Context: an optimization exercise on an open-source flow, tuned for small area and a short achievable clock period. The choices shown serve that exercise and are no tape-out recipe. No functional check of the RTL was part of any run shown here.

File: flow/design.v
module MAC #(parameter ABIT = 16, BBIT = 16, EBIT = 8)
(
	i_clk,
	i_a, i_b, i_loadVal,
	i_load, i_add, i_useMul,
	o_result
);
	input i_clk, i_load, i_add, i_useMul;
	input signed [15:0] i_a;
	input signed [15:0] i_b;
	input signed [39:0] i_loadVal;
	output signed [39:0] o_result;
  reg [39:0] S;
  reg [30:0] C;   
  wire one1;
  wire two2;
  wire neg3;
  wire pp4;
  wire pp5;
  wire pp6;
  wire pp7;
  wire pp8;
  wire pp9;
  wire pp10;
  wire pp11;
  wire pp12;
  wire pp13;
  wire pp14;
  wire pp15;
  wire pp16;
  wire pp17;
  wire pp18;
  wire pp19;
  wire pp20;
  wire one21;
  wire two22;
  wire neg23;
  wire pp24;
  wire pp25;
  wire pp26;
  wire pp27;
  wire pp28;
  wire pp29;
  wire pp30;
  wire pp31;
  wire pp32;
  wire pp33;
  wire pp34;
  wire pp35;
  wire pp36;
  wire pp37;
  wire pp38;
  wire pp39;
  wire pp40;
  wire one41;
  wire two42;
  wire neg43;
  wire pp44;
  wire pp45;
  wire pp46;
  wire pp47;
  wire pp48;
  wire pp49;
  wire pp50;
  wire pp51;
  wire pp52;
  wire pp53;
  wire pp54;
  wire pp55;
  wire pp56;
  wire pp57;
  wire pp58;
  wire pp59;
  wire pp60;
  wire one61;
  wire two62;
  wire neg63;
  wire pp64;
  wire pp65;
  wire pp66;
  wire pp67;
  wire pp68;
  wire pp69;
  wire pp70;
  wire pp71;
  wire pp72;
  wire pp73;
  wire pp74;
  wire pp75;
  wire pp76;
  wire pp77;
  wire pp78;
  wire pp79;
  wire pp80;
  wire one81;
  wire two82;
  wire neg83;
  wire pp84;
  wire pp85;
  wire pp86;
  wire pp87;
  wire pp88;
  wire pp89;
  wire pp90;
  wire pp91;
  wire pp92;
  wire pp93;
  wire pp94;
  wire pp95;
  wire pp96;
  wire pp97;
  wire pp98;
  wire pp99;
  wire pp100;
  wire one101;
  wire two102;
  wire neg103;
  wire pp104;
  wire pp105;
  wire pp106;
  wire pp107;
  wire pp108;
  wire pp109;
  wire pp110;
  wire pp111;
  wire pp112;
  wire pp113;
  wire pp114;
  wire pp115;
  wire pp116;
  wire pp117;
  wire pp118;
  wire pp119;
  wire pp120;
  wire one121;
  wire two122;
  wire neg123;
  wire pp124;
  wire pp125;
  wire pp126;
  wire pp127;
  wire pp128;
  wire pp129;
  wire pp130;
  wire pp131;
  wire pp132;
  wire pp133;
  wire pp134;
  wire pp135;
  wire pp136;
  wire pp137;
  wire pp138;
  wire pp139;
  wire pp140;
  wire one141;
  wire two142;
  wire neg143;
  wire pp144;
  wire pp145;
  wire pp146;
  wire pp147;
  wire pp148;
  wire pp149;
  wire pp150;
  wire pp151;
  wire pp152;
  wire pp153;
  wire pp154;
  wire pp155;
  wire pp156;
  wire pp157;
  wire pp158;
  wire pp159;
  wire pp160;
  wire base161;
  wire base162;
  wire base163;
  wire base164;
  wire base165;
  wire base166;
  wire base167;
  wire base168;
  wire base169;
  wire base170;
  wire base171;
  wire base172;
  wire base173;
  wire base174;
  wire base175;
  wire base176;
  wire base177;
  wire base178;
  wire base179;
  wire base180;
  wire base181;
  wire base182;
  wire base183;
  wire base184;
  wire base185;
  wire base186;
  wire base187;
  wire base188;
  wire base189;
  wire base190;
  wire base191;
  wire base192;
  wire base193;
  wire base194;
  wire base195;
  wire base196;
  wire base197;
  wire base198;
  wire base199;
  wire base200;
  wire n201;
  wire n202;
  wire n203;
  wire n204;
  wire n205;
  wire n206;
  wire n207;
  wire n208;
  wire n209;
  wire n210;
  wire n211;
  wire n212;
  wire n213;
  wire n214;
  wire n215;
  wire n216;
  wire n217;
  wire n218;
  wire n219;
  wire n220;
  wire n221;
  wire n222;
  wire n223;
  wire n224;
  wire n225;
  wire n226;
  wire n227;
  wire n228;
  wire n229;
  wire n230;
  wire n231;
  wire n232;
  wire n233;
  wire n234;
  wire n235;
  wire n236;
  wire n237;
  wire n238;
  wire n239;
  wire n240;
  wire n241;
  wire n242;
  wire n243;
  wire n244;
  wire n245;
  wire n246;
  wire n247;
  wire n248;
  wire n249;
  wire n250;
  wire n251;
  wire n252;
  wire n253;
  wire n254;
  wire n255;
  wire n256;
  wire n257;
  wire n258;
  wire n259;
  wire n260;
  wire n261;
  wire n262;
  wire n263;
  wire n264;
  wire n265;
  wire n266;
  wire n267;
  wire n268;
  wire n269;
  wire n270;
  wire n271;
  wire n272;
  wire n273;
  wire n274;
  wire n275;
  wire n276;
  wire n277;
  wire n278;
  wire n279;
  wire n280;
  wire n281;
  wire n282;
  wire n283;
  wire n284;
  wire n285;
  wire n286;
  wire n287;
  wire n288;
  wire n289;
  wire n290;
  wire n291;
  wire n292;
  wire n293;
  wire n294;
  wire n295;
  wire n296;
  wire n297;
  wire n298;
  wire n299;
  wire n300;
  wire n301;
  wire n302;
  wire n303;
  wire n304;
  wire n305;
  wire n306;
  wire n307;
  wire n308;
  wire n309;
  wire n310;
  wire n311;
  wire n312;
  wire n313;
  wire n314;
  wire n315;
  wire n316;
  wire n317;
  wire n318;
  wire n319;
  wire n320;
  wire n321;
  wire n322;
  wire n323;
  wire n324;
  wire n325;
  wire n326;
  wire n327;
  wire n328;
  wire n329;
  wire n330;
  wire n331;
  wire n332;
  wire n333;
  wire n334;
  wire n335;
  wire n336;
  wire n337;
  wire n338;
  wire n339;
  wire n340;
  wire n341;
  wire n342;
  wire n343;
  wire n344;
  wire n345;
  wire n346;
  wire n347;
  wire n348;
  wire n349;
  wire n350;
  wire n351;
  wire n352;
  wire n353;
  wire n354;
  wire n355;
  wire n356;
  wire n357;
  wire n358;
  wire n359;
  wire n360;
  wire n361;
  wire n362;
  wire n363;
  wire n364;
  wire n365;
  wire n366;
  wire n367;
  wire n368;
  wire n369;
  wire n370;
  wire n371;
  wire n372;
  wire n373;
  wire n374;
  wire n375;
  wire n376;
  wire n377;
  wire n378;
  wire n379;
  wire n380;
  wire n381;
  wire n382;
  wire n383;
  wire n384;
  wire n385;
  wire n386;
  wire n387;
  wire n388;
  wire n389;
  wire n390;
  wire n391;
  wire n392;
  wire n393;
  wire n394;
  wire n395;
  wire n396;
  wire n397;
  wire n398;
  wire n399;
  wire n400;
  wire n401;
  wire n402;
  wire n403;
  wire n404;
  wire n405;
  wire n406;
  wire n407;
  wire n408;
  wire n409;
  wire n410;
  wire n411;
  wire n412;
  wire n413;
  wire n414;
  wire n415;
  wire n416;
  wire n417;
  wire n418;
  wire n419;
  wire n420;
  wire n421;
  wire n422;
  wire n423;
  wire n424;
  wire n425;
  wire n426;
  wire n427;
  wire n428;
  wire n429;
  wire n430;
  wire n431;
  wire n432;
  wire n433;
  wire n434;
  wire n435;
  wire n436;
  wire n437;
  wire n438;
  wire n439;
  wire n440;
  wire n441;
  wire n442;
  wire n443;
  wire n444;
  wire n445;
  wire n446;
  wire n447;
  wire n448;
  wire n449;
  wire n450;
  wire n451;
  wire n452;
  wire n453;
  wire n454;
  wire n455;
  wire n456;
  wire n457;
  wire n458;
  wire n459;
  wire n460;
  wire n461;
  wire n462;
  wire n463;
  wire n464;
  wire n465;
  wire n466;
  wire n467;
  wire n468;
  wire n469;
  wire n470;
  wire n471;
  wire n472;
  wire n473;
  wire n474;
  wire n475;
  wire n476;
  wire n477;
  wire n478;
  wire n479;
  wire n480;
  wire n481;
  wire n482;
  wire n483;
  wire n484;
  wire n485;
  wire n486;
  wire n487;
  wire n488;
  wire n489;
  wire n490;
  wire n491;
  wire n492;
  wire n493;
  wire n494;
  wire n495;
  wire n496;
  wire n497;
  wire n498;
  wire n499;
  wire n500;
  wire n501;
  wire n502;
  wire n503;
  wire n504;
  assign one1 = i_useMul & i_b[0];
  assign two2 = i_useMul & i_b[1] & ~i_b[0];
  assign neg3 = i_b[1] ^ ~i_add;
  assign pp4 = (one1 & i_a[0]) ^ neg3;
  assign pp5 = ((one1 & i_a[1]) | (two2 & i_a[0])) ^ neg3;
  assign pp6 = ((one1 & i_a[2]) | (two2 & i_a[1])) ^ neg3;
  assign pp7 = ((one1 & i_a[3]) | (two2 & i_a[2])) ^ neg3;
  assign pp8 = ((one1 & i_a[4]) | (two2 & i_a[3])) ^ neg3;
  assign pp9 = ((one1 & i_a[5]) | (two2 & i_a[4])) ^ neg3;
  assign pp10 = ((one1 & i_a[6]) | (two2 & i_a[5])) ^ neg3;
  assign pp11 = ((one1 & i_a[7]) | (two2 & i_a[6])) ^ neg3;
  assign pp12 = ((one1 & i_a[8]) | (two2 & i_a[7])) ^ neg3;
  assign pp13 = ((one1 & i_a[9]) | (two2 & i_a[8])) ^ neg3;
  assign pp14 = ((one1 & i_a[10]) | (two2 & i_a[9])) ^ neg3;
  assign pp15 = ((one1 & i_a[11]) | (two2 & i_a[10])) ^ neg3;
  assign pp16 = ((one1 & i_a[12]) | (two2 & i_a[11])) ^ neg3;
  assign pp17 = ((one1 & i_a[13]) | (two2 & i_a[12])) ^ neg3;
  assign pp18 = ((one1 & i_a[14]) | (two2 & i_a[13])) ^ neg3;
  assign pp19 = ((one1 & i_a[15]) | (two2 & i_a[14])) ^ neg3;
  assign pp20 = ~(((one1 & i_a[15]) | (two2 & i_a[15])) ^ neg3);
  assign one21 = i_useMul & (i_b[2] ^ i_b[1]);
  assign two22 = i_useMul & ((i_b[3] & ~i_b[2] & ~i_b[1]) | (~i_b[3] & i_b[2] & i_b[1]));
  assign neg23 = i_b[3] ^ ~i_add;
  assign pp24 = (one21 & i_a[0]) ^ neg23;
  assign pp25 = ((one21 & i_a[1]) | (two22 & i_a[0])) ^ neg23;
  assign pp26 = ((one21 & i_a[2]) | (two22 & i_a[1])) ^ neg23;
  assign pp27 = ((one21 & i_a[3]) | (two22 & i_a[2])) ^ neg23;
  assign pp28 = ((one21 & i_a[4]) | (two22 & i_a[3])) ^ neg23;
  assign pp29 = ((one21 & i_a[5]) | (two22 & i_a[4])) ^ neg23;
  assign pp30 = ((one21 & i_a[6]) | (two22 & i_a[5])) ^ neg23;
  assign pp31 = ((one21 & i_a[7]) | (two22 & i_a[6])) ^ neg23;
  assign pp32 = ((one21 & i_a[8]) | (two22 & i_a[7])) ^ neg23;
  assign pp33 = ((one21 & i_a[9]) | (two22 & i_a[8])) ^ neg23;
  assign pp34 = ((one21 & i_a[10]) | (two22 & i_a[9])) ^ neg23;
  assign pp35 = ((one21 & i_a[11]) | (two22 & i_a[10])) ^ neg23;
  assign pp36 = ((one21 & i_a[12]) | (two22 & i_a[11])) ^ neg23;
  assign pp37 = ((one21 & i_a[13]) | (two22 & i_a[12])) ^ neg23;
  assign pp38 = ((one21 & i_a[14]) | (two22 & i_a[13])) ^ neg23;
  assign pp39 = ((one21 & i_a[15]) | (two22 & i_a[14])) ^ neg23;
  assign pp40 = ~(((one21 & i_a[15]) | (two22 & i_a[15])) ^ neg23);
  assign one41 = i_useMul & (i_b[4] ^ i_b[3]);
  assign two42 = i_useMul & ((i_b[5] & ~i_b[4] & ~i_b[3]) | (~i_b[5] & i_b[4] & i_b[3]));
  assign neg43 = i_b[5] ^ ~i_add;
  assign pp44 = (one41 & i_a[0]) ^ neg43;
  assign pp45 = ((one41 & i_a[1]) | (two42 & i_a[0])) ^ neg43;
  assign pp46 = ((one41 & i_a[2]) | (two42 & i_a[1])) ^ neg43;
  assign pp47 = ((one41 & i_a[3]) | (two42 & i_a[2])) ^ neg43;
  assign pp48 = ((one41 & i_a[4]) | (two42 & i_a[3])) ^ neg43;
  assign pp49 = ((one41 & i_a[5]) | (two42 & i_a[4])) ^ neg43;
  assign pp50 = ((one41 & i_a[6]) | (two42 & i_a[5])) ^ neg43;
  assign pp51 = ((one41 & i_a[7]) | (two42 & i_a[6])) ^ neg43;
  assign pp52 = ((one41 & i_a[8]) | (two42 & i_a[7])) ^ neg43;
  assign pp53 = ((one41 & i_a[9]) | (two42 & i_a[8])) ^ neg43;
  assign pp54 = ((one41 & i_a[10]) | (two42 & i_a[9])) ^ neg43;
  assign pp55 = ((one41 & i_a[11]) | (two42 & i_a[10])) ^ neg43;
  assign pp56 = ((one41 & i_a[12]) | (two42 & i_a[11])) ^ neg43;
  assign pp57 = ((one41 & i_a[13]) | (two42 & i_a[12])) ^ neg43;
  assign pp58 = ((one41 & i_a[14]) | (two42 & i_a[13])) ^ neg43;
  assign pp59 = ((one41 & i_a[15]) | (two42 & i_a[14])) ^ neg43;
  assign pp60 = ~(((one41 & i_a[15]) | (two42 & i_a[15])) ^ neg43);
  assign one61 = i_useMul & (i_b[6] ^ i_b[5]);
  assign two62 = i_useMul & ((i_b[7] & ~i_b[6] & ~i_b[5]) | (~i_b[7] & i_b[6] & i_b[5]));
  assign neg63 = i_b[7] ^ ~i_add;
  assign pp64 = (one61 & i_a[0]) ^ neg63;
  assign pp65 = ((one61 & i_a[1]) | (two62 & i_a[0])) ^ neg63;
  assign pp66 = ((one61 & i_a[2]) | (two62 & i_a[1])) ^ neg63;
  assign pp67 = ((one61 & i_a[3]) | (two62 & i_a[2])) ^ neg63;
  assign pp68 = ((one61 & i_a[4]) | (two62 & i_a[3])) ^ neg63;
  assign pp69 = ((one61 & i_a[5]) | (two62 & i_a[4])) ^ neg63;
  assign pp70 = ((one61 & i_a[6]) | (two62 & i_a[5])) ^ neg63;
  assign pp71 = ((one61 & i_a[7]) | (two62 & i_a[6])) ^ neg63;
  assign pp72 = ((one61 & i_a[8]) | (two62 & i_a[7])) ^ neg63;
  assign pp73 = ((one61 & i_a[9]) | (two62 & i_a[8])) ^ neg63;
  assign pp74 = ((one61 & i_a[10]) | (two62 & i_a[9])) ^ neg63;
  assign pp75 = ((one61 & i_a[11]) | (two62 & i_a[10])) ^ neg63;
  assign pp76 = ((one61 & i_a[12]) | (two62 & i_a[11])) ^ neg63;
  assign pp77 = ((one61 & i_a[13]) | (two62 & i_a[12])) ^ neg63;
  assign pp78 = ((one61 & i_a[14]) | (two62 & i_a[13])) ^ neg63;
  assign pp79 = ((one61 & i_a[15]) | (two62 & i_a[14])) ^ neg63;
  assign pp80 = ~(((one61 & i_a[15]) | (two62 & i_a[15])) ^ neg63);
  assign one81 = i_useMul & (i_b[8] ^ i_b[7]);
  assign two82 = i_useMul & ((i_b[9] & ~i_b[8] & ~i_b[7]) | (~i_b[9] & i_b[8] & i_b[7]));
  assign neg83 = i_b[9] ^ ~i_add;
  assign pp84 = (one81 & i_a[0]) ^ neg83;
  assign pp85 = ((one81 & i_a[1]) | (two82 & i_a[0])) ^ neg83;
  assign pp86 = ((one81 & i_a[2]) | (two82 & i_a[1])) ^ neg83;
  assign pp87 = ((one81 & i_a[3]) | (two82 & i_a[2])) ^ neg83;
  assign pp88 = ((one81 & i_a[4]) | (two82 & i_a[3])) ^ neg83;
  assign pp89 = ((one81 & i_a[5]) | (two82 & i_a[4])) ^ neg83;
  assign pp90 = ((one81 & i_a[6]) | (two82 & i_a[5])) ^ neg83;
  assign pp91 = ((one81 & i_a[7]) | (two82 & i_a[6])) ^ neg83;
  assign pp92 = ((one81 & i_a[8]) | (two82 & i_a[7])) ^ neg83;
  assign pp93 = ((one81 & i_a[9]) | (two82 & i_a[8])) ^ neg83;
  assign pp94 = ((one81 & i_a[10]) | (two82 & i_a[9])) ^ neg83;
  assign pp95 = ((one81 & i_a[11]) | (two82 & i_a[10])) ^ neg83;
  assign pp96 = ((one81 & i_a[12]) | (two82 & i_a[11])) ^ neg83;
  assign pp97 = ((one81 & i_a[13]) | (two82 & i_a[12])) ^ neg83;
  assign pp98 = ((one81 & i_a[14]) | (two82 & i_a[13])) ^ neg83;
  assign pp99 = ((one81 & i_a[15]) | (two82 & i_a[14])) ^ neg83;
  assign pp100 = ~(((one81 & i_a[15]) | (two82 & i_a[15])) ^ neg83);
  assign one101 = i_useMul & (i_b[10] ^ i_b[9]);
  assign two102 = i_useMul & ((i_b[11] & ~i_b[10] & ~i_b[9]) | (~i_b[11] & i_b[10] & i_b[9]));
  assign neg103 = i_b[11] ^ ~i_add;
  assign pp104 = (one101 & i_a[0]) ^ neg103;
  assign pp105 = ((one101 & i_a[1]) | (two102 & i_a[0])) ^ neg103;
  assign pp106 = ((one101 & i_a[2]) | (two102 & i_a[1])) ^ neg103;
  assign pp107 = ((one101 & i_a[3]) | (two102 & i_a[2])) ^ neg103;
  assign pp108 = ((one101 & i_a[4]) | (two102 & i_a[3])) ^ neg103;
  assign pp109 = ((one101 & i_a[5]) | (two102 & i_a[4])) ^ neg103;
  assign pp110 = ((one101 & i_a[6]) | (two102 & i_a[5])) ^ neg103;
  assign pp111 = ((one101 & i_a[7]) | (two102 & i_a[6])) ^ neg103;
  assign pp112 = ((one101 & i_a[8]) | (two102 & i_a[7])) ^ neg103;
  assign pp113 = ((one101 & i_a[9]) | (two102 & i_a[8])) ^ neg103;
  assign pp114 = ((one101 & i_a[10]) | (two102 & i_a[9])) ^ neg103;
  assign pp115 = ((one101 & i_a[11]) | (two102 & i_a[10])) ^ neg103;
  assign pp116 = ((one101 & i_a[12]) | (two102 & i_a[11])) ^ neg103;
  assign pp117 = ((one101 & i_a[13]) | (two102 & i_a[12])) ^ neg103;
  assign pp118 = ((one101 & i_a[14]) | (two102 & i_a[13])) ^ neg103;
  assign pp119 = ((one101 & i_a[15]) | (two102 & i_a[14])) ^ neg103;
  assign pp120 = ~(((one101 & i_a[15]) | (two102 & i_a[15])) ^ neg103);
  assign one121 = i_useMul & (i_b[12] ^ i_b[11]);
  assign two122 = i_useMul & ((i_b[13] & ~i_b[12] & ~i_b[11]) | (~i_b[13] & i_b[12] & i_b[11]));
  assign neg123 = i_b[13] ^ ~i_add;
  assign pp124 = (one121 & i_a[0]) ^ neg123;
  assign pp125 = ((one121 & i_a[1]) | (two122 & i_a[0])) ^ neg123;
  assign pp126 = ((one121 & i_a[2]) | (two122 & i_a[1])) ^ neg123;
  assign pp127 = ((one121 & i_a[3]) | (two122 & i_a[2])) ^ neg123;
  assign pp128 = ((one121 & i_a[4]) | (two122 & i_a[3])) ^ neg123;
  assign pp129 = ((one121 & i_a[5]) | (two122 & i_a[4])) ^ neg123;
  assign pp130 = ((one121 & i_a[6]) | (two122 & i_a[5])) ^ neg123;
  assign pp131 = ((one121 & i_a[7]) | (two122 & i_a[6])) ^ neg123;
  assign pp132 = ((one121 & i_a[8]) | (two122 & i_a[7])) ^ neg123;
  assign pp133 = ((one121 & i_a[9]) | (two122 & i_a[8])) ^ neg123;
  assign pp134 = ((one121 & i_a[10]) | (two122 & i_a[9])) ^ neg123;
  assign pp135 = ((one121 & i_a[11]) | (two122 & i_a[10])) ^ neg123;
  assign pp136 = ((one121 & i_a[12]) | (two122 & i_a[11])) ^ neg123;
  assign pp137 = ((one121 & i_a[13]) | (two122 & i_a[12])) ^ neg123;
  assign pp138 = ((one121 & i_a[14]) | (two122 & i_a[13])) ^ neg123;
  assign pp139 = ((one121 & i_a[15]) | (two122 & i_a[14])) ^ neg123;
  assign pp140 = ~(((one121 & i_a[15]) | (two122 & i_a[15])) ^ neg123);
  assign one141 = i_useMul & (i_b[14] ^ i_b[13]);
  assign two142 = i_useMul & ((i_b[15] & ~i_b[14] & ~i_b[13]) | (~i_b[15] & i_b[14] & i_b[13]));
  assign neg143 = i_b[15] ^ ~i_add;
  assign pp144 = (one141 & i_a[0]) ^ neg143;
  assign pp145 = ((one141 & i_a[1]) | (two142 & i_a[0])) ^ neg143;
  assign pp146 = ((one141 & i_a[2]) | (two142 & i_a[1])) ^ neg143;
  assign pp147 = ((one141 & i_a[3]) | (two142 & i_a[2])) ^ neg143;
  assign pp148 = ((one141 & i_a[4]) | (two142 & i_a[3])) ^ neg143;
  assign pp149 = ((one141 & i_a[5]) | (two142 & i_a[4])) ^ neg143;
  assign pp150 = ((one141 & i_a[6]) | (two142 & i_a[5])) ^ neg143;
  assign pp151 = ((one141 & i_a[7]) | (two142 & i_a[6])) ^ neg143;
  assign pp152 = ((one141 & i_a[8]) | (two142 & i_a[7])) ^ neg143;
  assign pp153 = ((one141 & i_a[9]) | (two142 & i_a[8])) ^ neg143;
  assign pp154 = ((one141 & i_a[10]) | (two142 & i_a[9])) ^ neg143;
  assign pp155 = ((one141 & i_a[11]) | (two142 & i_a[10])) ^ neg143;
  assign pp156 = ((one141 & i_a[12]) | (two142 & i_a[11])) ^ neg143;
  assign pp157 = ((one141 & i_a[13]) | (two142 & i_a[12])) ^ neg143;
  assign pp158 = ((one141 & i_a[14]) | (two142 & i_a[13])) ^ neg143;
  assign pp159 = ((one141 & i_a[15]) | (two142 & i_a[14])) ^ neg143;
  assign pp160 = ~(((one141 & i_a[15]) | (two142 & i_a[15])) ^ neg143);
  assign base161 = i_load ? i_loadVal[0] : o_result[0];
  assign base162 = i_load ? i_loadVal[1] : o_result[1];
  assign base163 = i_load ? i_loadVal[2] : o_result[2];
  assign base164 = i_load ? i_loadVal[3] : o_result[3];
  assign base165 = i_load ? i_loadVal[4] : o_result[4];
  assign base166 = i_load ? i_loadVal[5] : o_result[5];
  assign base167 = i_load ? i_loadVal[6] : o_result[6];
  assign base168 = i_load ? i_loadVal[7] : o_result[7];
  assign base169 = i_load ? i_loadVal[8] : o_result[8];
  assign base170 = i_load ? i_loadVal[9] : o_result[9];
  assign base171 = i_load ? i_loadVal[10] : o_result[10];
  assign base172 = i_load ? i_loadVal[11] : o_result[11];
  assign base173 = i_load ? i_loadVal[12] : o_result[12];
  assign base174 = i_load ? i_loadVal[13] : o_result[13];
  assign base175 = i_load ? i_loadVal[14] : o_result[14];
  assign base176 = i_load ? i_loadVal[15] : o_result[15];
  assign base177 = i_load ? i_loadVal[16] : o_result[16];
  assign base178 = i_load ? i_loadVal[17] : o_result[17];
  assign base179 = i_load ? i_loadVal[18] : o_result[18];
  assign base180 = i_load ? i_loadVal[19] : o_result[19];
  assign base181 = i_load ? i_loadVal[20] : o_result[20];
  assign base182 = i_load ? i_loadVal[21] : o_result[21];
  assign base183 = i_load ? i_loadVal[22] : o_result[22];
  assign base184 = i_load ? i_loadVal[23] : o_result[23];
  assign base185 = i_load ? i_loadVal[24] : o_result[24];
  assign base186 = i_load ? i_loadVal[25] : o_result[25];
  assign base187 = i_load ? i_loadVal[26] : o_result[26];
  assign base188 = i_load ? i_loadVal[27] : o_result[27];
  assign base189 = i_load ? i_loadVal[28] : o_result[28];
  assign base190 = i_load ? i_loadVal[29] : o_result[29];
  assign base191 = i_load ? i_loadVal[30] : o_result[30];
  assign base192 = i_load ? i_loadVal[31] : o_result[31];
  assign base193 = i_load ? i_loadVal[32] : o_result[32];
  assign base194 = i_load ? i_loadVal[33] : o_result[33];
  assign base195 = i_load ? i_loadVal[34] : o_result[34];
  assign base196 = i_load ? i_loadVal[35] : o_result[35];
  assign base197 = i_load ? i_loadVal[36] : o_result[36];
  assign base198 = i_load ? i_loadVal[37] : o_result[37];
  assign base199 = i_load ? i_loadVal[38] : o_result[38];
  assign base200 = i_load ? i_loadVal[39] : o_result[39];
  assign n201 = base161 ^ neg3;
  assign n202 = base161 & neg3;
  assign n203 = base162 ^ n202;
  assign n204 = base162 & n202;
  assign n205 = base163 ^ neg23 ^ pp6;
  assign n206 = (base163 & neg23) | (base163 & pp6) | (neg23 & pp6);
  assign n207 = pp24 ^ n204;
  assign n208 = pp24 & n204;
  assign n209 = base164 ^ pp7 ^ pp25;
  assign n210 = (base164 & pp7) | (base164 & pp25) | (pp7 & pp25);
  assign n211 = n208 ^ n206;
  assign n212 = n208 & n206;
  assign n213 = base165 ^ neg43 ^ pp8;
  assign n214 = (base165 & neg43) | (base165 & pp8) | (neg43 & pp8);
  assign n215 = pp26 ^ pp44 ^ n210;
  assign n216 = (pp26 & pp44) | (pp26 & n210) | (pp44 & n210);
  assign n217 = n213 ^ n212;
  assign n218 = n213 & n212;
  assign n219 = base166 ^ pp9 ^ pp27;
  assign n220 = (base166 & pp9) | (base166 & pp27) | (pp9 & pp27);
  assign n221 = pp45 ^ n214 ^ n219;
  assign n222 = (pp45 & n214) | (pp45 & n219) | (n214 & n219);
  assign n223 = n216 ^ n218;
  assign n224 = n216 & n218;
  assign n225 = base167 ^ neg63 ^ pp10;
  assign n226 = (base167 & neg63) | (base167 & pp10) | (neg63 & pp10);
  assign n227 = pp28 ^ pp46 ^ pp64;
  assign n228 = (pp28 & pp46) | (pp28 & pp64) | (pp46 & pp64);
  assign n229 = n220 ^ n225 ^ n227;
  assign n230 = (n220 & n225) | (n220 & n227) | (n225 & n227);
  assign n231 = n222 ^ n229;
  assign n232 = n222 & n229;
  assign n233 = base168 ^ pp11 ^ pp29;
  assign n234 = (base168 & pp11) | (base168 & pp29) | (pp11 & pp29);
  assign n235 = pp47 ^ pp65 ^ n226;
  assign n236 = (pp47 & pp65) | (pp47 & n226) | (pp65 & n226);
  assign n237 = n228 ^ n233 ^ n235;
  assign n238 = (n228 & n233) | (n228 & n235) | (n233 & n235);
  assign n239 = n230 ^ n232;
  assign n240 = n230 & n232;
  assign n241 = base169 ^ neg83 ^ pp12;
  assign n242 = (base169 & neg83) | (base169 & pp12) | (neg83 & pp12);
  assign n243 = pp30 ^ pp48 ^ pp66;
  assign n244 = (pp30 & pp48) | (pp30 & pp66) | (pp48 & pp66);
  assign n245 = pp84 ^ n234 ^ n241;
  assign n246 = (pp84 & n234) | (pp84 & n241) | (n234 & n241);
  assign n247 = n243 ^ n236 ^ n245;
  assign n248 = (n243 & n236) | (n243 & n245) | (n236 & n245);
  assign n249 = n238 ^ n240;
  assign n250 = n238 & n240;
  assign n251 = base170 ^ pp13 ^ pp31;
  assign n252 = (base170 & pp13) | (base170 & pp31) | (pp13 & pp31);
  assign n253 = pp49 ^ pp67 ^ pp85;
  assign n254 = (pp49 & pp67) | (pp49 & pp85) | (pp67 & pp85);
  assign n255 = n242 ^ n244 ^ n251;
  assign n256 = (n242 & n244) | (n242 & n251) | (n244 & n251);
  assign n257 = n253 ^ n246 ^ n255;
  assign n258 = (n253 & n246) | (n253 & n255) | (n246 & n255);
  assign n259 = n248 ^ n257;
  assign n260 = n248 & n257;
  assign n261 = base171 ^ neg103 ^ pp14;
  assign n262 = (base171 & neg103) | (base171 & pp14) | (neg103 & pp14);
  assign n263 = pp32 ^ pp50 ^ pp68;
  assign n264 = (pp32 & pp50) | (pp32 & pp68) | (pp50 & pp68);
  assign n265 = pp86 ^ pp104 ^ n252;
  assign n266 = (pp86 & pp104) | (pp86 & n252) | (pp104 & n252);
  assign n267 = n254 ^ n261 ^ n263;
  assign n268 = (n254 & n261) | (n254 & n263) | (n261 & n263);
  assign n269 = n265 ^ n256 ^ n267;
  assign n270 = (n265 & n256) | (n265 & n267) | (n256 & n267);
  assign n271 = n258 ^ n269;
  assign n272 = n258 & n269;
  assign n273 = base172 ^ pp15 ^ pp33;
  assign n274 = (base172 & pp15) | (base172 & pp33) | (pp15 & pp33);
  assign n275 = pp51 ^ pp69 ^ pp87;
  assign n276 = (pp51 & pp69) | (pp51 & pp87) | (pp69 & pp87);
  assign n277 = pp105 ^ n262 ^ n264;
  assign n278 = (pp105 & n262) | (pp105 & n264) | (n262 & n264);
  assign n279 = n273 ^ n275 ^ n266;
  assign n280 = (n273 & n275) | (n273 & n266) | (n275 & n266);
  assign n281 = n277 ^ n268 ^ n279;
  assign n282 = (n277 & n268) | (n277 & n279) | (n268 & n279);
  assign n283 = n270 ^ n272;
  assign n284 = n270 & n272;
  assign n285 = base173 ^ neg123 ^ pp16;
  assign n286 = (base173 & neg123) | (base173 & pp16) | (neg123 & pp16);
  assign n287 = pp34 ^ pp52 ^ pp70;
  assign n288 = (pp34 & pp52) | (pp34 & pp70) | (pp52 & pp70);
  assign n289 = pp88 ^ pp106 ^ pp124;
  assign n290 = (pp88 & pp106) | (pp88 & pp124) | (pp106 & pp124);
  assign n291 = n274 ^ n276 ^ n285;
  assign n292 = (n274 & n276) | (n274 & n285) | (n276 & n285);
  assign n293 = n287 ^ n289 ^ n278;
  assign n294 = (n287 & n289) | (n287 & n278) | (n289 & n278);
  assign n295 = n291 ^ n280 ^ n293;
  assign n296 = (n291 & n280) | (n291 & n293) | (n280 & n293);
  assign n297 = n282 ^ n295;
  assign n298 = n282 & n295;
  assign n299 = base174 ^ pp17 ^ pp35;
  assign n300 = (base174 & pp17) | (base174 & pp35) | (pp17 & pp35);
  assign n301 = pp53 ^ pp71 ^ pp89;
  assign n302 = (pp53 & pp71) | (pp53 & pp89) | (pp71 & pp89);
  assign n303 = pp107 ^ pp125 ^ n286;
  assign n304 = (pp107 & pp125) | (pp107 & n286) | (pp125 & n286);
  assign n305 = n288 ^ n290 ^ n299;
  assign n306 = (n288 & n290) | (n288 & n299) | (n290 & n299);
  assign n307 = n301 ^ n303 ^ n292;
  assign n308 = (n301 & n303) | (n301 & n292) | (n303 & n292);
  assign n309 = n305 ^ n294 ^ n307;
  assign n310 = (n305 & n294) | (n305 & n307) | (n294 & n307);
  assign n311 = n296 ^ n309;
  assign n312 = n296 & n309;
  assign n313 = base175 ^ neg143 ^ pp18;
  assign n314 = (base175 & neg143) | (base175 & pp18) | (neg143 & pp18);
  assign n315 = pp36 ^ pp54 ^ pp72;
  assign n316 = (pp36 & pp54) | (pp36 & pp72) | (pp54 & pp72);
  assign n317 = pp90 ^ pp108 ^ pp126;
  assign n318 = (pp90 & pp108) | (pp90 & pp126) | (pp108 & pp126);
  assign n319 = pp144 ^ n300 ^ n302;
  assign n320 = (pp144 & n300) | (pp144 & n302) | (n300 & n302);
  assign n321 = n313 ^ n315 ^ n317;
  assign n322 = (n313 & n315) | (n313 & n317) | (n315 & n317);
  assign n323 = n304 ^ n319 ^ n306;
  assign n324 = (n304 & n319) | (n304 & n306) | (n319 & n306);
  assign n325 = n321 ^ n308 ^ n323;
  assign n326 = (n321 & n308) | (n321 & n323) | (n308 & n323);
  assign n327 = n310 ^ n325;
  assign n328 = n310 & n325;
  assign n329 = base176 ^ pp19 ^ pp37;
  assign n330 = (base176 & pp19) | (base176 & pp37) | (pp19 & pp37);
  assign n331 = pp55 ^ pp73 ^ pp91;
  assign n332 = (pp55 & pp73) | (pp55 & pp91) | (pp73 & pp91);
  assign n333 = pp109 ^ pp127 ^ pp145;
  assign n334 = (pp109 & pp127) | (pp109 & pp145) | (pp127 & pp145);
  assign n335 = n314 ^ n316 ^ n318;
  assign n336 = (n314 & n316) | (n314 & n318) | (n316 & n318);
  assign n337 = n329 ^ n331 ^ n333;
  assign n338 = (n329 & n331) | (n329 & n333) | (n331 & n333);
  assign n339 = n320 ^ n335 ^ n322;
  assign n340 = (n320 & n335) | (n320 & n322) | (n335 & n322);
  assign n341 = n337 ^ n324 ^ n339;
  assign n342 = (n337 & n324) | (n337 & n339) | (n324 & n339);
  assign n343 = n326 ^ n341;
  assign n344 = n326 & n341;
  assign n345 = ~(base177 ^ pp20);
  assign n346 = base177 | pp20;
  assign n347 = pp38 ^ pp56 ^ pp74;
  assign n348 = (pp38 & pp56) | (pp38 & pp74) | (pp56 & pp74);
  assign n349 = pp92 ^ pp110 ^ pp128;
  assign n350 = (pp92 & pp110) | (pp92 & pp128) | (pp110 & pp128);
  assign n351 = pp146 ^ n345 ^ n330;
  assign n352 = (pp146 & n345) | (pp146 & n330) | (n345 & n330);
  assign n353 = n332 ^ n334 ^ n347;
  assign n354 = (n332 & n334) | (n332 & n347) | (n334 & n347);
  assign n355 = n349 ^ n336 ^ n351;
  assign n356 = (n349 & n336) | (n349 & n351) | (n336 & n351);
  assign n357 = n338 ^ n353 ^ n340;
  assign n358 = (n338 & n353) | (n338 & n340) | (n353 & n340);
  assign n359 = n355 ^ n342 ^ n357;
  assign n360 = (n355 & n342) | (n355 & n357) | (n342 & n357);
  assign n361 = ~(base178 ^ pp39);
  assign n362 = base178 | pp39;
  assign n363 = pp57 ^ pp75 ^ pp93;
  assign n364 = (pp57 & pp75) | (pp57 & pp93) | (pp75 & pp93);
  assign n365 = pp111 ^ pp129 ^ pp147;
  assign n366 = (pp111 & pp129) | (pp111 & pp147) | (pp129 & pp147);
  assign n367 = n346 ^ n361 ^ n348;
  assign n368 = (n346 & n361) | (n346 & n348) | (n361 & n348);
  assign n369 = n350 ^ n363 ^ n365;
  assign n370 = (n350 & n363) | (n350 & n365) | (n363 & n365);
  assign n371 = n352 ^ n367 ^ n354;
  assign n372 = (n352 & n367) | (n352 & n354) | (n367 & n354);
  assign n373 = n369 ^ n356 ^ n371;
  assign n374 = (n369 & n356) | (n369 & n371) | (n356 & n371);
  assign n375 = n358 ^ n373;
  assign n376 = n358 & n373;
  assign n377 = base179 ^ pp40 ^ pp58;
  assign n378 = (base179 & pp40) | (base179 & pp58) | (pp40 & pp58);
  assign n379 = pp76 ^ pp94 ^ pp112;
  assign n380 = (pp76 & pp94) | (pp76 & pp112) | (pp94 & pp112);
  assign n381 = pp130 ^ pp148 ^ n362;
  assign n382 = (pp130 & pp148) | (pp130 & n362) | (pp148 & n362);
  assign n383 = n364 ^ n366 ^ n377;
  assign n384 = (n364 & n366) | (n364 & n377) | (n366 & n377);
  assign n385 = n379 ^ n381 ^ n368;
  assign n386 = (n379 & n381) | (n379 & n368) | (n381 & n368);
  assign n387 = n370 ^ n383 ^ n385;
  assign n388 = (n370 & n383) | (n370 & n385) | (n383 & n385);
  assign n389 = n372 ^ n387 ^ n374;
  assign n390 = (n372 & n387) | (n372 & n374) | (n387 & n374);
  assign n391 = ~(base180 ^ pp59);
  assign n392 = base180 | pp59;
  assign n393 = pp77 ^ pp95 ^ pp113;
  assign n394 = (pp77 & pp95) | (pp77 & pp113) | (pp95 & pp113);
  assign n395 = pp131 ^ pp149 ^ n391;
  assign n396 = (pp131 & pp149) | (pp131 & n391) | (pp149 & n391);
  assign n397 = n378 ^ n380 ^ n393;
  assign n398 = (n378 & n380) | (n378 & n393) | (n380 & n393);
  assign n399 = n382 ^ n395 ^ n384;
  assign n400 = (n382 & n395) | (n382 & n384) | (n395 & n384);
  assign n401 = n397 ^ n386 ^ n399;
  assign n402 = (n397 & n386) | (n397 & n399) | (n386 & n399);
  assign n403 = n388 ^ n401;
  assign n404 = n388 & n401;
  assign n405 = base181 ^ pp60 ^ pp78;
  assign n406 = (base181 & pp60) | (base181 & pp78) | (pp60 & pp78);
  assign n407 = pp96 ^ pp114 ^ pp132;
  assign n408 = (pp96 & pp114) | (pp96 & pp132) | (pp114 & pp132);
  assign n409 = pp150 ^ n392 ^ n394;
  assign n410 = (pp150 & n392) | (pp150 & n394) | (n392 & n394);
  assign n411 = n405 ^ n407 ^ n396;
  assign n412 = (n405 & n407) | (n405 & n396) | (n407 & n396);
  assign n413 = n409 ^ n398 ^ n411;
  assign n414 = (n409 & n398) | (n409 & n411) | (n398 & n411);
  assign n415 = n400 ^ n413 ^ n402;
  assign n416 = (n400 & n413) | (n400 & n402) | (n413 & n402);
  assign n417 = ~(base182 ^ pp79);
  assign n418 = base182 | pp79;
  assign n419 = pp97 ^ pp115 ^ pp133;
  assign n420 = (pp97 & pp115) | (pp97 & pp133) | (pp115 & pp133);
  assign n421 = pp151 ^ n417 ^ n406;
  assign n422 = (pp151 & n417) | (pp151 & n406) | (n417 & n406);
  assign n423 = n408 ^ n419 ^ n410;
  assign n424 = (n408 & n419) | (n408 & n410) | (n419 & n410);
  assign n425 = n421 ^ n412 ^ n423;
  assign n426 = (n421 & n412) | (n421 & n423) | (n412 & n423);
  assign n427 = n414 ^ n425;
  assign n428 = n414 & n425;
  assign n429 = base183 ^ pp80 ^ pp98;
  assign n430 = (base183 & pp80) | (base183 & pp98) | (pp80 & pp98);
  assign n431 = pp116 ^ pp134 ^ pp152;
  assign n432 = (pp116 & pp134) | (pp116 & pp152) | (pp134 & pp152);
  assign n433 = n418 ^ n420 ^ n429;
  assign n434 = (n418 & n420) | (n418 & n429) | (n420 & n429);
  assign n435 = n431 ^ n422 ^ n433;
  assign n436 = (n431 & n422) | (n431 & n433) | (n422 & n433);
  assign n437 = n424 ^ n435 ^ n426;
  assign n438 = (n424 & n435) | (n424 & n426) | (n435 & n426);
  assign n439 = ~(base184 ^ pp99);
  assign n440 = base184 | pp99;
  assign n441 = pp117 ^ pp135 ^ pp153;
  assign n442 = (pp117 & pp135) | (pp117 & pp153) | (pp135 & pp153);
  assign n443 = n439 ^ n430 ^ n432;
  assign n444 = (n439 & n430) | (n439 & n432) | (n430 & n432);
  assign n445 = n441 ^ n443 ^ n434;
  assign n446 = (n441 & n443) | (n441 & n434) | (n443 & n434);
  assign n447 = n436 ^ n445;
  assign n448 = n436 & n445;
  assign n449 = base185 ^ pp100 ^ pp118;
  assign n450 = (base185 & pp100) | (base185 & pp118) | (pp100 & pp118);
  assign n451 = pp136 ^ pp154 ^ n440;
  assign n452 = (pp136 & pp154) | (pp136 & n440) | (pp154 & n440);
  assign n453 = n442 ^ n449 ^ n451;
  assign n454 = (n442 & n449) | (n442 & n451) | (n449 & n451);
  assign n455 = n444 ^ n453 ^ n446;
  assign n456 = (n444 & n453) | (n444 & n446) | (n453 & n446);
  assign n457 = ~(base186 ^ pp119);
  assign n458 = base186 | pp119;
  assign n459 = pp137 ^ pp155 ^ n457;
  assign n460 = (pp137 & pp155) | (pp137 & n457) | (pp155 & n457);
  assign n461 = n450 ^ n452 ^ n459;
  assign n462 = (n450 & n452) | (n450 & n459) | (n452 & n459);
  assign n463 = n454 ^ n461;
  assign n464 = n454 & n461;
  assign n465 = base187 ^ pp120 ^ pp138;
  assign n466 = (base187 & pp120) | (base187 & pp138) | (pp120 & pp138);
  assign n467 = pp156 ^ n458 ^ n465;
  assign n468 = (pp156 & n458) | (pp156 & n465) | (n458 & n465);
  assign n469 = n460 ^ n467 ^ n462;
  assign n470 = (n460 & n467) | (n460 & n462) | (n467 & n462);
  assign n471 = ~(base188 ^ pp139);
  assign n472 = base188 | pp139;
  assign n473 = pp157 ^ n471 ^ n466;
  assign n474 = (pp157 & n471) | (pp157 & n466) | (n471 & n466);
  assign n475 = n473 ^ n468;
  assign n476 = n473 & n468;
  assign n477 = base189 ^ pp140 ^ pp158;
  assign n478 = (base189 & pp140) | (base189 & pp158) | (pp140 & pp158);
  assign n479 = n472 ^ n477 ^ n474;
  assign n480 = (n472 & n477) | (n472 & n474) | (n477 & n474);
  assign n481 = ~(base190 ^ pp159);
  assign n482 = base190 | pp159;
  assign n483 = n481 ^ n478;
  assign n484 = n481 & n478;
  assign n485 = base191 ^ pp160 ^ n482;
  assign n486 = (base191 & pp160) | (base191 & n482) | (pp160 & n482);
  assign n487 = ~(base192 ^ n486);
  assign n488 = base192 | n486;
  assign n489 = ~(base193 ^ n488);
  assign n490 = base193 | n488;
  assign n491 = ~(base194 ^ n490);
  assign n492 = base194 | n490;
  assign n493 = ~(base195 ^ n492);
  assign n494 = base195 | n492;
  assign n495 = ~(base196 ^ n494);
  assign n496 = base196 | n494;
  assign n497 = ~(base197 ^ n496);
  assign n498 = base197 | n496;
  assign n499 = ~(base198 ^ n498);
  assign n500 = base198 | n498;
  assign n501 = ~(base199 ^ n500);
  assign n502 = base199 | n500;
  assign n503 = ~(base200 ^ n502);
  assign n504 = base200 | n502;
  assign o_result = S + {1'b0, 1'b0, 1'b0, 1'b0, 1'b0, 1'b0, 1'b0, 1'b0, 1'b0, C[30], C[29], C[28], C[27], C[26], C[25], C[24], C[23], C[22], C[21], C[20], C[19], C[18], C[17], C[16], C[15], C[14], C[13], C[12], C[11], C[10], C[9], C[8], C[7], C[6], C[5], C[4], C[3], C[2], C[1], C[0]};
  always @(posedge i_clk) begin
    S <= {n503, n501, n499, n497, n495, n493, n491, n489, n487, n484, n483, n476, n475, n464, n463, n448, n447, n428, n427, n404, n390, n376, n360, n344, n328, n312, n298, n284, n281, n260, n250, n247, n237, n224, n221, n215, n209, n207, pp5, n201};
    C <= {n485, n480, n479, n470, n469, n456, n455, n438, n437, n416, n415, n403, n389, n375, n359, n343, n327, n311, n297, n283, n271, n259, n249, n239, n231, n223, n217, n211, n205, n203, pp4};
  end
endmodule
File: flow/config.mk
export PLATFORM = sky130hd
export DESIGN_NAME = MAC
export DESIGN_NICKNAME = MAC
export VERILOG_FILES = /design/flow/design.v
export SDC_FILE = /design/flow/constraint.sdc
export NUM_CORES = 4
export LEC_CHECK = 0
export CAP_MARGIN = 20
export CORE_MARGIN = 2
export CORE_UTILIZATION = 40
export SLEW_MARGIN = 20
File: flow/constraint.sdc
create_clock -name core_clock -period 12.0 [get_ports {i_clk}]
set_input_delay 2.4000 -clock core_clock [delete_from_list [all_inputs] [get_ports {i_clk}]]
set_output_delay 2.4000 -clock core_clock [all_outputs]
set_load 0.01 [all_outputs]
File: flow/run.sh
#!/bin/bash
# synth_recipe.tcl (not shown) runs the flow's synth.tcl, then flattens the netlist and writes it again
# the make line also repeats each setting of config.mk as NAME=value (left out here)
make -C /OpenROAD-flow-scripts/flow DESIGN_CONFIG=/design/flow/config.mk WORK_HOME=/design/flow/orfs CLKGATE_MAP_FILE= SYNTH_SCRIPT=/design/flow/synth_recipe.tcl finish
==> impl_metrics.toml, run 1 <==
[yosys]
yosysWarningCount = 1
synthTopCellsByArea = "fa_1 (22%), dfxtp_1 (14%), xnor2_1 (10%), a22oi_1 (8.8%), ha_1 (8.4%)"
synth_top_area_share = 0.216
syn_inst = 1196
ys_seq_area_frac = 0.136
synthXorXnorAreaFrac = 0.156
async_reset_ff_frac = 0
synth_fa_ha_area_frac = 0.300
synth_top_cell_by_area = "fa_1"
avgSynthCellArea_um2 = 8.74
synth_fp_nets = 1455
yosysUniqueCellTypes = 66
synth_edf_count = 0
synth_compound_area_frac = 0.196
syn_area_um2 = 10500
synth_top_family_by_area = "adder cells"
synth-simple-area-share = 0.0808
synthMuxAreaShare = 0.0401
synth_seq_cells = 71
synthFlopType = "dfxtp_1"

[timing]
max_freq_ghz = 0.144
worst_slack_ns = 5.07
fin_skew_ns = 0.00726
final_max_slew_viol_count = 0
setup_viol = 0
hold_viol_final = 0
slew_headroom = 0.330
worst_hold_slack_ns = 0.728
rsz0062_at_grt = "false"
post-route-period-util = 0.577
tns_ns = 0
fin_crit_ns = 6.93
worst_pin_slew_ns = 0.998

[layout]
post-route-util = 0.466
nets = 1492
drive_gt1_frac = 0.0541
diodes = 0
finalNonFillerCells = 1573
final_area_um2 = 12100
syn_to_final_growth_pct = 15.3
fillers = 2551

[critical_path]
cp-start-kind = "input port"
crit_type = "in2reg"
end_kind = "flop"
arrival_ns = 7.14
worstPathMaxFanout = 24
required_ns = 12.21

[die]
io_pins = 116
rows = 59
start_util = 0.405
fp.dieH_um = 166
coreArea_um2 = 25800
dieArea_um2 = 27400
fp.dieW_um = 166

[grt]
grt-ovfl-total = 0
grt_pass1_wl_um = 47500
grt_pass1_vias = 8368
antenna_found_initial = 0
grt_use_total = 0.215
grt_max_degree = 38

[placement]
place.gp.congestion = 0.894
dp.cells = 1557
place_ws_ns = 4.77
hpwlAfterDp_um = 22900
numPortBuffers = 115
placed_cell_area_um2 = 11800

[drt]
vias = 8548
firstDrtPassIters = 6
drt_iter0_drc = 729
ant_nets = 0
vias_per_cell = 5.43
avgRoutedWirePerCell_um = 18.8
remaining_drc_errors = 0
wl_um = 29600

[clock_tree]
h-tree-depth = 3
cts_tree = "done"
clock_sinks = 71
cts_setup_buffers = 0
clk_latency_ns = 0.34
cts_root_buf = "clkbuf_16"
cts_buffers = 9
postCtsHoldBufs = 0
clockBufferDepth = 2
cts_resized = 0
clk_pin_slew_ns = 0.06

[hold_path]
min_path_type = "reg2reg"

[job]
drv_cap = 0

[run_status]
status = "finished clean"
==> metal layers <==
metal  vias up  track usage  share of wire
met5         -            0              0
met3        20       0.0349          0.071
li1       4096            -              -
met4         0       0.0408          0.012
met1      4091        0.333           0.50
met2       341        0.316           0.42
==> worst max-delay path, cell delays in order <==
cell and delay [ns]:
clkdlybuf4s50_1 0.41, buf_4 0.27, xnor2_1 0.85, inv_1 0.58
xnor2_1 0.29, fa_1 0.49, fa_1 0.39, fa_1 0.48
inv_1 0.05, fa_1 0.50, fa_1 0.41
==> cells in the final DEF (no fill, tap or decap), drive strengths merged, types with 5 or more instances in the layout <==
master         instances
a21o                  17
xor2                  62
inv                  154
mux2                  23
fa                   113
a2111oi                5
and3                   7
o211ai                 6
nand3                 21
nor3                   9
clkdlybuf4s50        115
dfxtp                 71
a22oi                122
a211oi                10
nor2                  29
xnor2                124
o21ai                 49
ha                    70
buf                   11
mux2i                 16
nand2                 53
clkbuf                12
a21oi                 46
o21bai                 7
and2                  18
nor2b                  5
==> worst paths after layout <==
| kind | from | endpoint | slack [ns] | cells past startpoint |
|---|---|---|---|---|
| worst max-delay path | i_add | C[18] | 5.07 | 11 |
| worst min-delay path | S[0] | S[0] | 0.73 | 3 |
| worst max register to register | C[0] | C[20] | 6.56 | 16 |
| worst min register to register | S[0] | S[0] | 0.73 | 3 |
==> cell type report <==
type	count	area, µm²	area share
clock buffers	12	267	0.0221
clock inverters	4	27.5	0.00228
well taps	335	419	0.0348
flip-flops and latches	71	1420	0.118
inverters	153	574	0.0477
repair buffers	126	1230	0.102
multi-input cells	872	8110	0.673
==> sequential cells by signal, summed over array words and instances, names as in the netlist <==
name	flops
C	31
S	40
==> Yosys cell counts (all sizes together) (4+ instances only) <==
cell type    n
o211ai       6
xor2        62
nor2b        5
nor2        29
ha          70
inv        153
a211oi      10
buf         14
nand2       53
nor3         9
a2111oi      5
and2        18
nand4        4
fa         113
a221oi       4
dfxtp       71
a21oi       46
a22oi      122
clkbuf      86
o21bai       7
xnor2      124
a21o        17
o21ai       49
mux2i       16
nand3       21
mux2        23
a21boi       4
and3         7
==> kinds of logic after synthesis <==
| kind of cell | Yosys count |
|---|---|
| AO/OA/AOI/OAI | 297 |
| buffers and inverters | 253 |
| XOR/XNOR | 186 |
| adder cells (fa/ha/maj) | 183 |
| AND/OR/NAND/NOR | 167 |
| flip-flops | 71 |
| multiplexers | 39 |
==> run 2: changes to the inputs <==
==> flow/flow/run.sh (new file) <==
#!/bin/bash
set -euo pipefail
export SETUP_SLACK_MARGIN=6.5
bash standard.sh > standard.log 2>&1
==> flow/standard.sh (new file) <==
#!/bin/bash
# synth_recipe.tcl (not shown) runs the flow's synth.tcl, then flattens the netlist and writes it again
# the make line also repeats each setting of config.mk as NAME=value (left out here)
make -C /OpenROAD-flow-scripts/flow DESIGN_CONFIG=/design/flow/config.mk WORK_HOME=/design/flow/orfs CLKGATE_MAP_FILE= SYNTH_SCRIPT=/design/flow/synth_recipe.tcl "${@:-finish}"
--- a/flow/config.mk
+++ b/flow/config.mk
@@ -7,5 +7,5 @@
 export LEC_CHECK = 0
 export CAP_MARGIN = 20
 export CORE_MARGIN = 2
-export CORE_UTILIZATION = 40
+export CORE_UTILIZATION = 60
 export SLEW_MARGIN = 20
removed: flow/run.sh
==> impl_metrics.toml, run 2 <==
[grt]
antenna_found_initial = 0
grt-ovfl-total = 0
grt_use_total = 0.346
grt_pass1_vias = 9010
grt_max_degree = 39
grt_pass1_wl_um = 49100

[placement]
numPortBuffers = 115
hpwlAfterDp_um = 21400
placed_cell_area_um2 = 11800
dp.cells = 1439
place.gp.congestion = 0.930

[yosys]
yosysMostFrequentCell = "inv_1"
yosysUniqueCellTypes = 66
synthFlopType = "dfxtp_1"
async_reset_ff_frac = 0
synth_top_cell_by_area = "fa_1"
avgSynthCellArea_um2 = 8.74
synth_fp_nets = 1455
synth_edf_count = 0
syn_inst = 1196
syn_area_um2 = 10500
netlist_top_cells_count = "inv_1 (151), xnor2_1 (124), a22oi_1 (122)"
yosysWarningCount = 1
synth_top_area_share = 0.216
ys_seq_area_frac = 0.136
synthTopCellsByArea = "fa_1 (22%), dfxtp_1 (14%), xnor2_1 (10%), a22oi_1 (8.8%), ha_1 (8.4%)"
synth_seq_cells = 71

[layout]
drive_gt1_frac = 0.259
largest_register_ffs = 40
syn_to_final_growth_pct = 30.7
nets = 1593
fillers = 1159
diodes = 0
finalNonFillerCells = 1563
seq_area_um2 = 1420
post-route-util = 0.796
top_register = "S"
multi_input_area_um2 = 8930
final_cell_mix = "inv_1 (137), xnor2_1 (110), a22oi_1 (95), buf_4 (90), fa_1 (86)"
reg_top3 = "S (40), C (31)"
final_common_cell = "inv_1"
final_area_um2 = 13700

[critical_path]
arrival_ns = 3.25
cpPeakStageDelay_ns = 0.54
crit_path_top_delay_cell = "clkdlybuf4s50_1"
cpMostUsedCell = "a211oi_2"
startpoint = "C[0]"
r2r_start = "C[0]"
path_cells = "ha_2 > fa_2 > a211oi_2 > o211ai_1 > a211oi_2 > buf_4 > nor4_4 > o21ai_4 > a21boi_0 > xor2_1 > clkdlybuf4s50_1"
cp-endpoint = "o_result[32]"
reg2reg_to = "C[19]"
crit_type = "reg2out"
worstPathMaxFanout = 6
required_ns = 9.60
reg2reg_slack_ns = 7.14
reg2reg_depth = 17
cp-start-kind = "flop"
end_kind = "output port"

[clock_tree]
h-tree-depth = 3
cts_tree = "done"
cts_root_buf = "clkbuf_16"
clk_latency_ns = 0.33
clockBufferDepth = 2
clk_pin_slew_ns = 0.06
clock_sinks = 71
cts_buffers = 9

[timing]
final_max_slew_viol_count = 0
post-route-period-util = 0.471
worst_pin_slew_ns = 0.807
fin_crit_ns = 5.65
hold_viol_final = 0
fin_skew_ns = 0.0116
slew_headroom = 0.462
rsz0062_at_grt = "true"
max_freq_ghz = 0.177
setup_viol = 0
tns_ns = 0

[die]
fp.dieH_um = 136
coreArea_um2 = 17200
rows = 48
start_util = 0.609
fp.dieW_um = 136
io_pins = 116
dieArea_um2 = 18500

[run_status]
status = "finished clean"

[hold_path]
min_path_type = "reg2reg"

[drt]
wl_um = 32100
firstDrtPassIters = 6
vias_per_cell = 6.04
vias = 9443
ant_nets = 0
drt_iter0_drc = 884
avgRoutedWirePerCell_um = 20.6
remaining_drc_errors = 0

[job]
drv_cap = 0
run 2: worst min-delay path by stage:
stage / start / end / slack (ns) / cells after the start
6_report: S[39] / S[39] / 0.75 / 4
3_5_place_dp: S[39] / S[39] / 0.72 / 4
5_1_grt: S[0] / S[0] / 0.79 / 3
2_1_floorplan: S[39] / S[39] / 0.66 / 4
4_1_cts: S[39] / S[39] / 0.74 / 4
3_3_place_gp: S[39] / S[39] / 0.71 / 4
run 2: area by class of cell:
cell class,count,share of cell area
inverters,153,0.0430
well taps,225,0.0206
flip-flops and latches,71,0.104
clock inverters,5,0.00778
clock buffers,10,0.0175
repair buffers,223,0.154
multi-input cells,876,0.653
run 2: cells by family after synthesis:
logic type               share of synthesized area
adder cells (fa/ha/maj)                      0.300
multiplexers                                0.0401
XOR/XNOR                                     0.156
AND/OR/NAND/NOR                             0.0808
buffers and inverters                       0.0911
AO/OA/AOI/OAI                                0.196
flip-flops                                   0.136
run 2: metal layers:
layer  global-route usage  vias to the layer above  routed length (µm)
met4                0.108                        0                 948
li1                     -                     4320                   -
met3               0.0697                       98                3310
met1                0.490                     4480               13600
met5                    0                        -                   0
met2                0.532                      545               14300
run 2: what timing repair did:
action | CTS | global route
gates resized for setup | 221 | 106
gates cloned | 6 | 1
hold buffers | 0 | 0
setup buffers | 74 | 28
setup endpoints to repair | 83 | 46
pin swaps | 59 | 53
run 2: stage by stage:
step	hold WS [ns]	worst slack, ns
global placement	0.711	4.84
finish	0.749	6.35
detailed placement	0.719	4.76
floorplan	0.661	6.17
CTS	0.737	6.32
global route	0.788	6.19
run 2: worst max-delay path, delay by kind of cell (launching register included):
| kind | cells | cell delay [ns] |
|---|---|---|
| and+or+nand+nor | 1 | 0.06 |
| DFF | 1 | 0.30 |
| xor gates and xnor gates | 1 | 0.15 |
| AOI/OAI and AO/OA | 5 | 1.06 |
| buffers and inverters | 2 | 0.72 |
| adders and majority gates | 2 | 0.60 |
==> run 3: changes to the inputs <==
==> flow/flow/run.sh (replaced) <==
#!/bin/bash
set -euo pipefail
export BUFFER_PORTS_ARGS="-buffer_cell sky130_fd_sc_hd__buf_2"
bash standard.sh > standard.log 2>&1
==> impl_metrics.toml, run 3 <==
[run_status]
status = "finished clean"

[timing]
tns_ns = 0
setup_viol = 0
post-route-period-util = 0.547
worst_pin_slew_ns = 0.920
fin_crit_ns = 6.56
hold_viol_final = 0
worst_slack_ns = 5.44
max_freq_ghz = 0.152
slew_headroom = 0.382
final_max_slew_viol_count = 0
rsz0062_at_grt = "false"
fin_skew_ns = 0.00910

[die]
coreArea_um2 = 17200
io_pins = 116
fp.dieH_um = 136
rows = 48
dieArea_um2 = 18500
fp.dieW_um = 136
start_util = 0.609

[layout]
nets = 1488
diodes = 0
top_register = "S"
final_cell_mix = "inv_1 (151), a22oi_1 (122), xnor2_1 (121), buf_2 (115), fa_1 (113)"
reg_top3 = "S (40), C (31)"
largest_register_ffs = 40
syn_to_final_growth_pct = 8.51
drive_gt1_frac = 0.143
final_common_cell = "inv_1"

[critical_path]
required_ns = 12.21
cpPeakStageDelay_ns = 0.85
end_kind = "flop"
arrival_ns = 6.77
cpMostUsedCell = "fa_1"
worstPathMaxFanout = 24
path_cells = "buf_2 > xnor2_1 > inv_1 > xnor2_1 > fa_1 > fa_1 > fa_1 > inv_1 > fa_1 > fa_1"
crit_path_top_delay_cell = "xnor2_1"
reg2reg_depth = 16
cp-start-kind = "input port"
crit_type = "in2reg"

[yosys]
yosysMostFrequentCell = "inv_1"
synthFlopType = "dfxtp_1"
synth_fa_ha_area_frac = 0.300
synth_fp_nets = 1455
synth-simple-area-share = 0.0808
synth_top_area_share = 0.216
syn_inst = 1196
synth_edf_count = 0
yosysWarningCount = 1
synthXorXnorAreaFrac = 0.156
async_reset_ff_frac = 0
avgSynthCellArea_um2 = 8.74
synth_top_cell_by_area = "fa_1"
ys_seq_area_frac = 0.136
synthMuxAreaShare = 0.0401
synthTopCellsByArea = "fa_1 (22%), dfxtp_1 (14%), xnor2_1 (10%), a22oi_1 (8.8%), ha_1 (8.4%)"
netlist_top_cells_count = "inv_1 (151), xnor2_1 (124), a22oi_1 (122)"
synth_compound_area_frac = 0.196
syn_area_um2 = 10500
synth_top_family_by_area = "adder cells"
yosysUniqueCellTypes = 66
synth_seq_cells = 71

[clock_tree]
clock_sinks = 71
cts_tree = "done"
clk_pin_slew_ns = 0.06
cts_root_buf = "clkbuf_16"
clk_latency_ns = 0.33
cts_resized = 0
postCtsHoldBufs = 0
h-tree-depth = 3
cts_setup_buffers = 0
clockBufferDepth = 2
cts_buffers = 9

[drt]
vias_per_cell = 5.95
drt_iter0_drc = 785
avgRoutedWirePerCell_um = 19.4
remaining_drc_errors = 0
ant_nets = 0
wl_um = 28200
firstDrtPassIters = 6
vias = 8682

[job]
drv_cap = 0

[placement]
hpwlAfterDp_um = 21800
numPortBuffers = 115
place_ws_ns = 5.11
place.gp.congestion = 0.947

[grt]
grt_pass1_vias = 8110
grt-ovfl-total = 0
grt_pass1_wl_um = 43800
grt_max_degree = 38
grt_use_total = 0.310
antenna_found_initial = 0

[hold_path]
hold_depth = 4
min_path_type = "reg2reg"
[run 3: changes by cell type in the layout (fill, tap and decap cells not counted), moves of 12 or more]
cell	delta
buf_2	+106
buf_4	-83
clkdlybuf4s50_1	-63
a22oi_1	+27
a22oi_2	-27
fa_1	+27
fa_2	-27
ha_1	+20
inv_1	+14
buf_6	-13
and2_1	+12
and2_4	-12
buf_12	-12
ha_2	-12
[run 3: worst paths after layout]
check / startpoint / end / slack, ns
worst max-delay path: i_add / C[18] / 5.44
worst max register to register: C[0] / C[20] / 6.57
worst min-delay path: S[39] / S[39] / 0.76
worst min register to register: S[39] / S[39] / 0.76
[run 3: cell families (layout without fill, tap and decap cells)]
group	after synthesis	in the layout
AO/OA/AOI/OAI	297	297
XOR/XNOR	186	186
adder cells (fa/ha/maj)	183	183
buffers and inverters	253	290
flip-flops	71	71
multiplexers	39	39
AND/OR/NAND/NOR	167	167
[run 3: cell type report]
| type | count | area [µm²] |
|---|---|---|
| well taps | 225 | 282 |
| clock inverters | 4 | 95.1 |
| fillers | 1515 | 5830 |
| clock buffers | 11 | 233 |
| inverters | 153 | 574 |
| repair buffers | 122 | 628 |
| multi-input cells | 872 | 8110 |
| flip-flops and latches | 71 | 1420 |
[run 3: metal layers]
metal,wire length [µm],GRT usage,up-vias
met4,569,0.0781,0
met1,13000,0.462,4125
met2,12100,0.458,415
met3,2530,0.0649,47
li1,-,-,4095
met5,0,0,-
[run 3: worst max-delay path, delay by kind of cell]
kind                     cells  cell delay [ns]
adder cells (fa/ha/maj)      5             2.27
XOR/XNOR                     2             1.15
buffers and inverters        3             0.93
[run 3: through the flow]
| stage | cells | util | hold WS (ns) | area (µm²) |
|---|---|---|---|---|
| 2_1_floorplan | 1196 | - | 0.661 | 10500 |
| 3_3_place_gp | 1443 | 0.641 | 0.695 | 11000 |
| 3_5_place_dp | 1443 | 0.641 | 0.736 | 11000 |
| 4_1_cts | 1458 | 0.660 | 0.757 | 11300 |
| 5_1_grt | 1458 | 0.661 | 0.783 | 11300 |
| 6_report | 1458 | 0.661 | 0.755 | 11300 |

afterwards: timing with drivers on the ports:
Ports are ideal in the flow. The routed layouts listed here were re-timed in OpenROAD. Step 1 (the two cells are an assumption about what drives the block):
set clk [get_ports {i_clk}]
set_driving_cell -lib_cell sky130_fd_sc_hd__clkbuf_16 $clk
set_driving_cell -lib_cell sky130_fd_sc_hd__buf_2 [delete_from_list [all_inputs] $clk]
Step 2 also shifts input and output timing later by t, the mid clock arrival at the registers, as if the neighbouring blocks saw the same clock. Slacks: ideal / step 1 / step 2; pairs: ideal / step 1.
run | t (ns) | slack for setup (ns) | worst register clock-pin slew, ns | pins driven straight from the clock port
run 1 | 0.379 | 5.070 / 5.090 / 4.711 | 0.06 / 0.06 | 1
run 2 | 0.373 | 6.347 / 6.301 / 6.101 | 0.06 / 0.06 | 1
run 3 | 0.374 | 5.436 / 5.463 / 5.089 | 0.06 / 0.06 | 1
After both steps every run listed still meets setup and hold. For run 1, which loses most, drivers alone change the setup slack by +0.020 ns; drivers and shift together by -0.359 ns.
